This design comes from an exercise in tuning for small area and a short achievable clock period on the open sky130 flow, not from production work.
Where RTL was checked, it was by simulation tests only, not by an equivalence proof against the original.
Power is estimated from default activity; no workload was simulated.

==> inputs of job 1929 <==
==> flow/design.v <==
`timescale 1ns / 1ps
module fifo (
	input  [31:0] DI,
	input         RE,
	input         WE,
	input         clk,
	input         rst,
	output [31:0] res,
	output        read_valid,
	output        r_err,
	output        w_err
);
	reg  [4:0]  head;	 
	reg         empty, full;
	reg  [31:0] rsel;	 
	reg         rv;
	reg  [31:0] dout;
	wire rd = RE & ~empty;
	wire wr = WE & (~full | RE);
	assign r_err      = RE & empty;
	assign w_err      = WE & full;
	assign read_valid = rv;
	assign res        = dout;
	reg [31:0] stage [0:31];
	integer k;
	always @(posedge clk)
		if (wr) begin
			stage[0] <= DI;
			for (k = 1; k < 32; k = k + 1)
				stage[k] <= stage[k-1];
		end
	reg [31:0] rdata;
	integer j;
	always @(*) begin
		rdata = 32'd0;
		for (j = 0; j < 32; j = j + 1)
			rdata = rdata | ({32{rsel[j]}} & stage[j]);
	end
	wire up = wr & ~rd;
	wire dn = rd & ~wr;
	wire [4:0] head_p1 = head + 5'd1;
	wire [4:0] head_m1 = head - 5'd1;
	wire [4:0] head_next = rst ? 5'd31 : up ? head_p1 : dn ? head_m1 : head;
	always @(posedge clk) begin
		dout  <= rdata;
		rv    <= ~rst & rd;
		head  <= head_next;
		empty <= rst | (empty & ~up) | (dn & (head == 5'd0));
		full  <= ~rst & ((full & ~dn) | (up & (head == 5'd30)));
		rsel  <= 32'd1 << head_next;
	end
endmodule
==> flow/flow/run.sh <==
#!/bin/bash
# The standard layout with two changes: small port buffers (the flow's
# timing repair upsizes those on critical paths) and a clock tree without
# dummy loads.  Each tool's output goes to the ORFS logs under orfs/logs;
# make's own output goes to standard.log here.
set -euo pipefail
bash standard.sh \
  "BUFFER_PORTS_ARGS=-buffer_cell sky130_fd_sc_hd__buf_1" \
  "CTS_ARGS=-sink_clustering_enable -repair_clock_nets -sink_clustering_size 25 -sink_clustering_max_diameter 100 -buf_list sky130_fd_sc_hd__clkbuf_16 -dont_use_dummy_load" \
  finish > standard.log 2>&1
==> flow/standard.sh <==
#!/bin/bash
# synth_recipe.tcl (not shown) runs the flow's synth.tcl, then flattens the netlist and writes it again
# the make line also repeats each setting of config.mk as NAME=value (left out here)
make -C /OpenROAD-flow-scripts/flow DESIGN_CONFIG=/design/flow/config.mk WORK_HOME=/design/flow/orfs CLKGATE_MAP_FILE= SYNTH_SCRIPT=/design/flow/synth_recipe.tcl "${@:-finish}"
==> flow/config.mk <==
export PLATFORM = sky130hd
export DESIGN_NAME = fifo
export DESIGN_NICKNAME = fifo
export VERILOG_FILES = /design/flow/design.v
export SDC_FILE = /design/flow/constraint.sdc
export NUM_CORES = 4
export LEC_CHECK = 0
export CAP_MARGIN = 20
export CORE_MARGIN = 2
export CORE_UTILIZATION = 60
export CTS_BUF_LIST = sky130_fd_sc_hd__clkbuf_16
export CTS_CLUSTER_DIAMETER = 100
export CTS_CLUSTER_SIZE = 25
export SETUP_SLACK_MARGIN = 2.7
export SLEW_MARGIN = 20
==> flow/constraint.sdc <==
create_clock -name core_clock -period 5.0 [get_ports {clk}]
set_input_delay 1.0000 -clock core_clock [delete_from_list [all_inputs] [get_ports {clk}]]
set_output_delay 1.0000 -clock core_clock [all_outputs]
set_load 0.01 [all_outputs]
==> job 6749: changes against job 1929 <==
==> flow/design.v, changed modules only <==
module fifo (
	input  [31:0] DI,
	input         RE,
	input         WE,
	input         clk,
	input         rst,
	output [31:0] res,
	output        read_valid,
	output        r_err,
	output        w_err
);
	reg  [5:0]  count;
	reg         empty, full;
	reg  [31:0] rsel;	 
	reg         rv;
	reg  [31:0] dout;
	wire rd = RE & ~empty;
	wire wr = WE & (~full | RE);
	assign r_err      = RE & empty;
	assign w_err      = WE & full;
	assign read_valid = rv;
	assign res        = dout;
	reg [31:0] stage [0:31];
	integer k;
	always @(posedge clk)
		if (wr) begin
			stage[0] <= DI;
			for (k = 1; k < 32; k = k + 1)
				stage[k] <= stage[k-1];
		end
	reg [31:0] rdata;
	integer j;
	always @(*) begin
		rdata = 32'd0;
		for (j = 0; j < 32; j = j + 1)
			rdata = rdata | ({32{rsel[j]}} & stage[j]);
	end
	wire [5:0] count_next = rst ? 6'd0 : count + {5'd0, wr & ~rd} - {5'd0, rd & ~wr};
	wire [4:0] head_next  = count_next[4:0] - 5'd1;
	always @(posedge clk) begin
		dout  <= rdata;
		rv    <= ~rst & rd;
		count <= count_next;
		empty <= count_next == 6'd0;
		full  <= count_next[5];
		rsel  <= 32'd1 << head_next;
	end
endmodule
==> flow/run.sh (new file) <==
#!/bin/bash
# synth_recipe.tcl (not shown) runs the flow's synth.tcl, then flattens the netlist and writes it again
# the make line also repeats each setting of config.mk as NAME=value (left out here)
make -C /OpenROAD-flow-scripts/flow DESIGN_CONFIG=/design/flow/config.mk WORK_HOME=/design/flow/orfs CLKGATE_MAP_FILE= SYNTH_SCRIPT=/design/flow/synth_recipe.tcl finish
Settings changed: SETUP_SLACK_MARGIN 2.7 to 2.9.
removed: flow/flow/run.sh
removed: flow/standard.sh
==> job 2259: changes against job 1929 <==
==> flow/design.v, changed modules only <==
module fifo (
	input  [31:0] DI,
	input         RE,
	input         WE,
	input         clk,
	input         rst,
	output [31:0] res,
	output        read_valid,
	output        r_err,
	output        w_err
);
	reg  [4:0]  rd_ptr, wr_ptr;
	reg         empty, full;
	reg         rv;
	reg  [31:0] dout;
	wire rd = RE & ~empty;
	wire wr = WE & (~full | RE);
	assign r_err      = RE & empty;
	assign w_err      = WE & full;
	assign read_valid = rv;
	assign res        = dout;
	wire [31:0] wsel = 32'd1 << wr_ptr;
	reg  [31:0] rsel;	 
	wire [31:0] mem_q [0:31];
	genvar k;
	generate
		for (k = 0; k < 32; k = k + 1) begin : g_word
			reg  [31:0] q;
			wire        en = wr & wsel[k];
			always @(posedge clk)
				q <= ({32{en}} & DI) | ({32{~en}} & q);
			assign mem_q[k] = q;
		end
	endgenerate
	reg [31:0] rdata;
	integer j;
	always @(*) begin
		rdata = 32'd0;
		for (j = 0; j < 32; j = j + 1)
			rdata = rdata | ({32{rsel[j]}} & mem_q[j]);
	end
	wire [4:0] rd_inc = rd_ptr + 5'd1;
	wire [4:0] wr_inc = wr_ptr + 5'd1;
	wire [4:0] rd_next = rst ? 5'd0 : rd ? rd_inc : rd_ptr;
	always @(posedge clk) begin
		dout <= rdata;
		rsel <= 32'd1 << rd_next;
		if (rst) begin
			rd_ptr <= 5'd0;
			wr_ptr <= 5'd0;
			empty  <= 1'b1;
			full   <= 1'b0;
			rv     <= 1'b0;
		end else begin
			rv <= rd;
			if (rd) rd_ptr <= rd_inc;
			if (wr) wr_ptr <= wr_inc;
			empty <= ~wr & (empty | (rd & (rd_inc == wr_ptr)));
			full  <= (full & ~(rd & ~wr)) | (wr & ~rd & (wr_inc == rd_ptr));
		end
	end
endmodule
==> flow/run.sh (new file) <==
#!/bin/bash
# synth_recipe.tcl (not shown) runs the flow's synth.tcl, then flattens the netlist and writes it again
# the make line also repeats each setting of config.mk as NAME=value (left out here)
make -C /OpenROAD-flow-scripts/flow DESIGN_CONFIG=/design/flow/config.mk WORK_HOME=/design/flow/orfs CLKGATE_MAP_FILE= SYNTH_SCRIPT=/design/flow/synth_recipe.tcl finish
Settings changed: CORE_UTILIZATION 60 to 40.
removed: flow/flow/run.sh
removed: flow/standard.sh
==> comparison <==
The lowest power belongs to job 2259, the highest to job 6749. The lowest sequential power belongs to job 2259, the highest to job 6749. In job 6749 the register-to-register slack is lower than in job 1929, by 0.27 ns. Of job 2259 and job 6749, job 6749 has the higher core utilization (gap 21 points). Worst setup slack: job 1929 > job 2259 > job 6749. Combinational power: job 2259 < job 1929 < job 6749. Die area, lowest first: job 6749, job 1929, job 2259. Via count, lowest first: job 6749, job 1929, job 2259.
Function not checked in job 6749 and job 2259: the RTL went through the layout flow alone.

========
==> inputs of sierra <==
RTL: the design.v shown in full above, as it stands there.
make LEC_CHECK=0 CAP_MARGIN=20 CORE_MARGIN=2 CORE_UTILIZATION=60 CTS_BUF_LIST=sky130_fd_sc_hd__clkbuf_16 CTS_CLUSTER_DIAMETER=100 CTS_CLUSTER_SIZE=25 SETUP_SLACK_MARGIN=2.9 SLEW_MARGIN=20 finish   # period 5.0 ns
run.sh (not shown) runs the stock make flow with config.mk's settings and CLKGATE_MAP_FILE= SYNTH_SCRIPT=/design/flow/synth_recipe.tcl, a recipe that flattens the netlist after the stock synthesis.
==> pepper: changes against sierra <==
==> flow/design.v, changed modules only <==
module fifo (
	input  [31:0] DI,
	input         RE,
	input         WE,
	input         clk,
	input         rst,
	output [31:0] res,
	output        read_valid,
	output        r_err,
	output        w_err
);
	reg  [4:0]  rd_ptr, wr_ptr;
	reg         empty, full;
	reg         rv;
	reg  [31:0] dout;
	wire rd = RE & ~empty;
	wire wr = WE & (~full | RE);
	assign r_err      = RE & empty;
	assign w_err      = WE & full;
	assign read_valid = rv;
	assign res        = dout;
	wire [31:0] wsel = 32'd1 << wr_ptr;
	reg  [31:0] rsel;	 
	wire [31:0] mem_q [0:31];
	genvar k;
	generate
		for (k = 0; k < 32; k = k + 1) begin : g_word
			reg  [31:0] q;
			wire        en = wr & wsel[k];
			always @(posedge clk)
				q <= ({32{en}} & DI) | ({32{~en}} & q);
			assign mem_q[k] = q;
		end
	endgenerate
	reg [31:0] rdata;
	integer j;
	always @(*) begin
		rdata = 32'd0;
		for (j = 0; j < 32; j = j + 1)
			rdata = rdata | ({32{rsel[j]}} & mem_q[j]);
	end
	wire [4:0] rd_inc = rd_ptr + 5'd1;
	wire [4:0] wr_inc = wr_ptr + 5'd1;
	wire [4:0] rd_next = rst ? 5'd0 : rd ? rd_inc : rd_ptr;
	always @(posedge clk) begin
		dout <= rdata;
		rsel <= 32'd1 << rd_next;
		if (rst) begin
			rd_ptr <= 5'd0;
			wr_ptr <= 5'd0;
			empty  <= 1'b1;
			full   <= 1'b0;
			rv     <= 1'b0;
		end else begin
			rv <= rd;
			if (rd) rd_ptr <= rd_inc;
			if (wr) wr_ptr <= wr_inc;
			empty <= ~wr & (empty | (rd & (rd_inc == wr_ptr)));
			full  <= (full & ~(rd & ~wr)) | (wr & ~rd & (wr_inc == rd_ptr));
		end
	end
endmodule
- CORE_UTILIZATION: 60 -> 40
- CTS_BUF_LIST: sky130_fd_sc_hd__clkbuf_16 -> not set
- CTS_CLUSTER_DIAMETER: 100 -> not set
- CTS_CLUSTER_SIZE: 25 -> not set
- SETUP_SLACK_MARGIN: 2.9 -> 2.5
==> maple: changes against sierra <==
==> flow/design.v, changed modules only <==
module fifo (
	input  [31:0] DI,
	input         RE,
	input         WE,
	input         clk,
	input         rst,
	output [31:0] res,
	output        read_valid,
	output        r_err,
	output        w_err
);
	reg  [4:0]  rd_ptr, wr_ptr;
	reg         empty, full;
	reg         rv;
	reg  [31:0] dout;
	wire rd = RE & ~empty;
	wire wr = WE & (~full | RE);
	assign r_err      = RE & empty;
	assign w_err      = WE & full;
	assign read_valid = rv;
	assign res        = dout;
	wire [31:0] wsel = 32'd1 << wr_ptr;
	reg  [31:0] rsel;	 
	wire [31:0] mem_q [0:31];
	genvar k;
	generate
		for (k = 0; k < 32; k = k + 1) begin : g_word
			reg  [31:0] q;
			wire        en = wr & wsel[k];
			always @(posedge clk)
				q <= ({32{en}} & DI) | ({32{~en}} & q);
			assign mem_q[k] = q;
		end
	endgenerate
	reg [31:0] rdata;
	integer j;
	always @(*) begin
		rdata = 32'd0;
		for (j = 0; j < 32; j = j + 1)
			rdata = rdata | ({32{rsel[j]}} & mem_q[j]);
	end
	wire [4:0] rd_inc = rd_ptr + 5'd1;
	wire [4:0] wr_inc = wr_ptr + 5'd1;
	wire [4:0] rd_next = rst ? 5'd0 : rd ? rd_inc : rd_ptr;
	always @(posedge clk) begin
		dout <= rdata;
		rsel <= 32'd1 << rd_next;
		if (rst) begin
			rd_ptr <= 5'd0;
			wr_ptr <= 5'd0;
			empty  <= 1'b1;
			full   <= 1'b0;
			rv     <= 1'b0;
		end else begin
			rv <= rd;
			if (rd) rd_ptr <= rd_inc;
			if (wr) wr_ptr <= wr_inc;
			empty <= ~wr & (empty | (rd & (rd_inc == wr_ptr)));
			full  <= (full & ~(rd & ~wr)) | (wr & ~rd & (wr_inc == rd_ptr));
		end
	end
endmodule
- SETUP_SLACK_MARGIN: 2.9 -> 2.5
==> delta: changes against sierra <==
==> flow/flow/run.sh (new file) <==
#!/bin/bash
# The standard layout with three changes:
#  - the read multiplexer of the standard synthesis is re-mapped with larger
#    AND-OR cells (flow/remap_readmux.py; registers are untouched),
#  - small port buffers (timing repair upsizes those on critical paths),
#  - a clock tree without dummy loads.
# make's output goes to standard_synth.log and standard.log here, each
# tool's own log to orfs/logs/.
set -euo pipefail
ARGS=(
  "BUFFER_PORTS_ARGS=-buffer_cell sky130_fd_sc_hd__buf_1"
  "CTS_ARGS=-sink_clustering_enable -repair_clock_nets -sink_clustering_size 25 -sink_clustering_max_diameter 100 -buf_list sky130_fd_sc_hd__clkbuf_16 -dont_use_dummy_load"
)
bash standard.sh "${ARGS[@]}" synth > standard_synth.log 2>&1
R=orfs/results/sky130hd/fifo/base
cp $R/1_2_yosys.v $R/1_2_yosys_standard.v
python3 flow/remap_readmux.py $R/1_2_yosys_standard.v $R/1_2_yosys.v > remap.log 2>&1
# rebuild the synthesis database from the re-mapped netlist
rm -f $R/1_synth.odb $R/1_synth.sdc
bash standard.sh "${ARGS[@]}" finish > standard.log 2>&1
==> flow/flow/remap_readmux.py (new file) <==
#!/usr/bin/env python3
"""Re-map the read multiplexer of a Yosys netlist with fewer, larger cells.

Finds every or4 whose four inputs come from nand4 cells whose inputs all come
from a22oi cells (an AND-OR of 32 two-input terms), and rebuilds it as ten
a222oi plus one a22oi, two nand4 and a nand3, and an or3.  The function is
unchanged; only combinational cells are touched.

usage: remap_readmux.py IN.v OUT.v
"""
import re
import sys
from collections import Counter

P = 'sky130_fd_sc_hd__'
src = open(sys.argv[1]).read()

inst_re = re.compile(r'^\s*(' + P + r'\w+)\s+(\S+)\s*\((.*?)\);\n', re.M | re.S)
pin_re = re.compile(r'\.(\w+)\(([^()]*)\)')
cells = {}
for m in inst_re.finditer(src):
    pins = {k: v.strip() for k, v in pin_re.findall(m.group(3))}
    cells[m.group(2)] = dict(type=m.group(1), pins=pins, span=m.span())

use = Counter()
drv = {}
for n, c in cells.items():
    for k, v in c['pins'].items():
        if k in ('X', 'Y'):
            drv[v] = n
        else:
            use[v] += 1
# nets also used by assign statements or ports count as extra uses
for v in re.findall(r'assign\s+\S+\s*=\s*(\S+?)\s*;', src):
    use[v] += 1


def is_type(n, base):
    return n is not None and re.fullmatch(P + base + r'_\d+', cells[n]['type'])


def net_name(s):
    return s if s.startswith('\\') else s


remove = set()
groups = []
for n, c in cells.items():
    if not is_type(n, 'or4'):
        continue
    terms = []
    inner = []
    ok = True
    for k in ('A', 'B', 'C', 'D'):
        nd = drv.get(c['pins'][k])
        if not is_type(nd, 'nand4') or use[c['pins'][k]] != 1:
            ok = False
            break
        inner.append(nd)
        for kk in ('A', 'B', 'C', 'D'):
            net = cells[nd]['pins'][kk]
            a = drv.get(net)
            if not is_type(a, 'a22oi') or use[net] != 1:
                ok = False
                break
            inner.append(a)
            p = cells[a]['pins']
            terms.append((p['A1'], p['A2']))
            terms.append((p['B1'], p['B2']))
        if not ok:
            break
    if not ok or len(terms) != 32:
        continue
    remove.add(n)
    remove.update(inner)
    groups.append((c['pins']['X'], terms))

# drop the old cells
spans = sorted(cells[n]['span'] for n in remove)
out = []
pos = 0
for a, b in spans:
    out.append(src[pos:a])
    pos = b
out.append(src[pos:])
body = ''.join(out)

wires = []
new = []
k = 0


def cell(t, pins):
    global k
    k += 1
    conn = ',\n'.join('    .%s(%s)' % (p, v if not v.startswith('\\') else v + ' ') for p, v in pins)
    new.append('  %s%s rmx_c%d (\n%s\n  );\n' % (P, t, k, conn))


def wire():
    global k
    k += 1
    w = 'rmx_n%d' % k
    wires.append('  wire %s;\n' % w)
    return w


for out_net, terms in groups:
    g = []
    for i in range(0, 30, 3):
        w = wire()
        t = terms[i:i + 3]
        cell('a222oi_1', [('A1', t[0][0]), ('A2', t[0][1]), ('B1', t[1][0]), ('B2', t[1][1]),
                          ('C1', t[2][0]), ('C2', t[2][1]), ('Y', w)])
        g.append(w)
    w = wire()
    t = terms[30:32]
    cell('a22oi_1', [('A1', t[0][0]), ('A2', t[0][1]), ('B1', t[1][0]), ('B2', t[1][1]), ('Y', w)])
    g.append(w)
    h = [wire(), wire(), wire()]
    cell('nand4_1', [('A', g[0]), ('B', g[1]), ('C', g[2]), ('D', g[3]), ('Y', h[0])])
    cell('nand4_1', [('A', g[4]), ('B', g[5]), ('C', g[6]), ('D', g[7]), ('Y', h[1])])
    cell('nand3_1', [('A', g[8]), ('B', g[9]), ('C', g[10]), ('Y', h[2])])
    cell('or3_1', [('A', h[0]), ('B', h[1]), ('C', h[2]), ('X', out_net)])

i = body.rindex('endmodule')
body = body[:i] + ''.join(wires) + ''.join(new) + body[i:]
open(sys.argv[2], 'w').write(body)
sys.stderr.write('remap_readmux: rebuilt %d multiplexer bits, removed %d cells, added %d\n'
                 % (len(groups), len(remove), len(new)))
==> flow/standard.sh (new file) <==
#!/bin/bash
# synth_recipe.tcl (not shown) runs the flow's synth.tcl, then flattens the netlist and writes it again
# the make line also repeats each setting of config.mk as NAME=value (left out here)
make -C /OpenROAD-flow-scripts/flow DESIGN_CONFIG=/design/flow/config.mk WORK_HOME=/design/flow/orfs CLKGATE_MAP_FILE= SYNTH_SCRIPT=/design/flow/synth_recipe.tcl "${@:-finish}"
- SETUP_SLACK_MARGIN: 2.9 -> 2.7
removed: flow/run.sh
==> impl_metrics.sql <==
INSERT INTO impl_metrics (metric_group, metric, value, unit) VALUES
('power', 'intPower', '0.0122', 'W'),
('synth', 'area_fraction_in_compound_gates_after_synthesis', '10.2', '%'),
('outcome', 'run_status', 'no timing/DRC/antenna violations', ''),
('synth', 'ys_seq_elements', '1101', ''),
('synth', 'synth_most_common_cell', 'edfxtp_1', '');
That was maple.
==> impl_metrics.sql <==
INSERT INTO impl_metrics (metric_group, metric, value, unit) VALUES
('synth', 'synth_xor_xnor_area_share', '0.428', '%'),
('outcome', 'run_status', 'no timing/DRC/antenna violations', ''),
('power', 'irDropWorstVdd', '0.260', 'mV'),
('clock_network', 'latest_clock_arrival_within_the_worst_skew_pair', '700', 'ps'),
('power', 'intPower', '0.0151', 'W'),
('min_path', 'hold_depth', '2', ''),
('synth', 'synth_most_common_cell', 'edfxtp_1', ''),
('layout', 'insertedDiodeCount', '3', ''),
('synth', 'area_fraction_in_compound_gates_after_synthesis', '10.2', '%'),
('synth', 'ys_seq_elements', '1101', '');
That was pepper.
==> impl_metrics.sql <==
INSERT INTO impl_metrics (metric_group, metric, value, unit) VALUES
('outcome', 'run_status', 'no timing/DRC/antenna violations', ''),
('power', 'dominant_power_group', 'registers', ''),
('clock_network', 'cts-buffers-inserted', '49', ''),
('global_routing', 'grt.busiest_layer', 'met2', ''),
('global_routing', 'grt_start_max_net_pins', '118', ''),
('detailed_routing', 'routed-wl-met3', '13200', 'um'),
('power', 'intPower', '0.0129', 'W'),
('layout', 'largest_register', 'stage', ''),
('clock_network', 'cts_root_buf', 'clkbuf_16', ''),
('flow_run', 'drv.max_cap_violation_count', '0', ''),
('critical_path', 'maximum_fanout_along_the_worst_path', '4', '');
That was delta.
==> impl_metrics.sql <==
INSERT INTO impl_metrics (metric_group, metric, value, unit) VALUES
('outcome', 'run_status', 'no timing/DRC/antenna violations', ''),
('synth', 'synth_most_common_cell', 'edfxtp_1', ''),
('synth', 'area_fraction_in_compound_gates_after_synthesis', '10.5', '%'),
('power', 'intPower', '0.0131', 'W'),
('synth', 'ys_seq_elements', '1096', '');
That was sierra.
The RTL of pepper and maple was laid out without a check of its function.

[re-timing with driven ports]
The flow's constraints put no driver on any port. The routed layouts listed below were extracted and timed again, unchanged, in two steps.
Step 1: set_driving_cell puts a clkbuf_16 on clk and a buf_2 on each other input, an assumption about the parent block.
Step 2 adds t to the input delays and takes it off the output delays; t is the mean of the earliest and latest rising clock arrival at the registers after step 1. Input paths then give back, and output paths get back, about the clock's delay inside the block.
Three values: ideal ports, drivers, drivers and shift; two values: the first two.
| run | t (ns) | setup WS [ns] | hold WS [ns] | worst setup path after step 2 |
|---|---|---|---|---|
| job 1929 | 0.691 | 2.660 / 2.614 / 2.119 | 0.446 / 0.446 / 0.446 | input to register |
| job 6749 | 0.695 | 2.523 / 2.540 / 1.845 | 0.451 / 0.451 / 0.451 | input to register |
| job 2259 | 0.701 | 2.617 / 2.585 / 2.127 | 0.547 / 0.547 / 0.547 | input to register |
| sierra | 0.682 | 2.650 / 2.608 / 2.065 | 0.448 / 0.448 / 0.448 | input to register |
| pepper | 0.756 | 2.536 / 2.534 / 1.858 | 0.558 / 0.558 / 0.558 | input to register |
| maple | 0.716 | 2.478 / 2.478 / 1.883 | 0.576 / 0.576 / 0.576 | input to register |
| delta | 0.685 | 2.652 / 2.614 / 2.067 | 0.451 / 0.451 / 0.451 | input to register |
After both steps setup and hold are still met in every run listed.
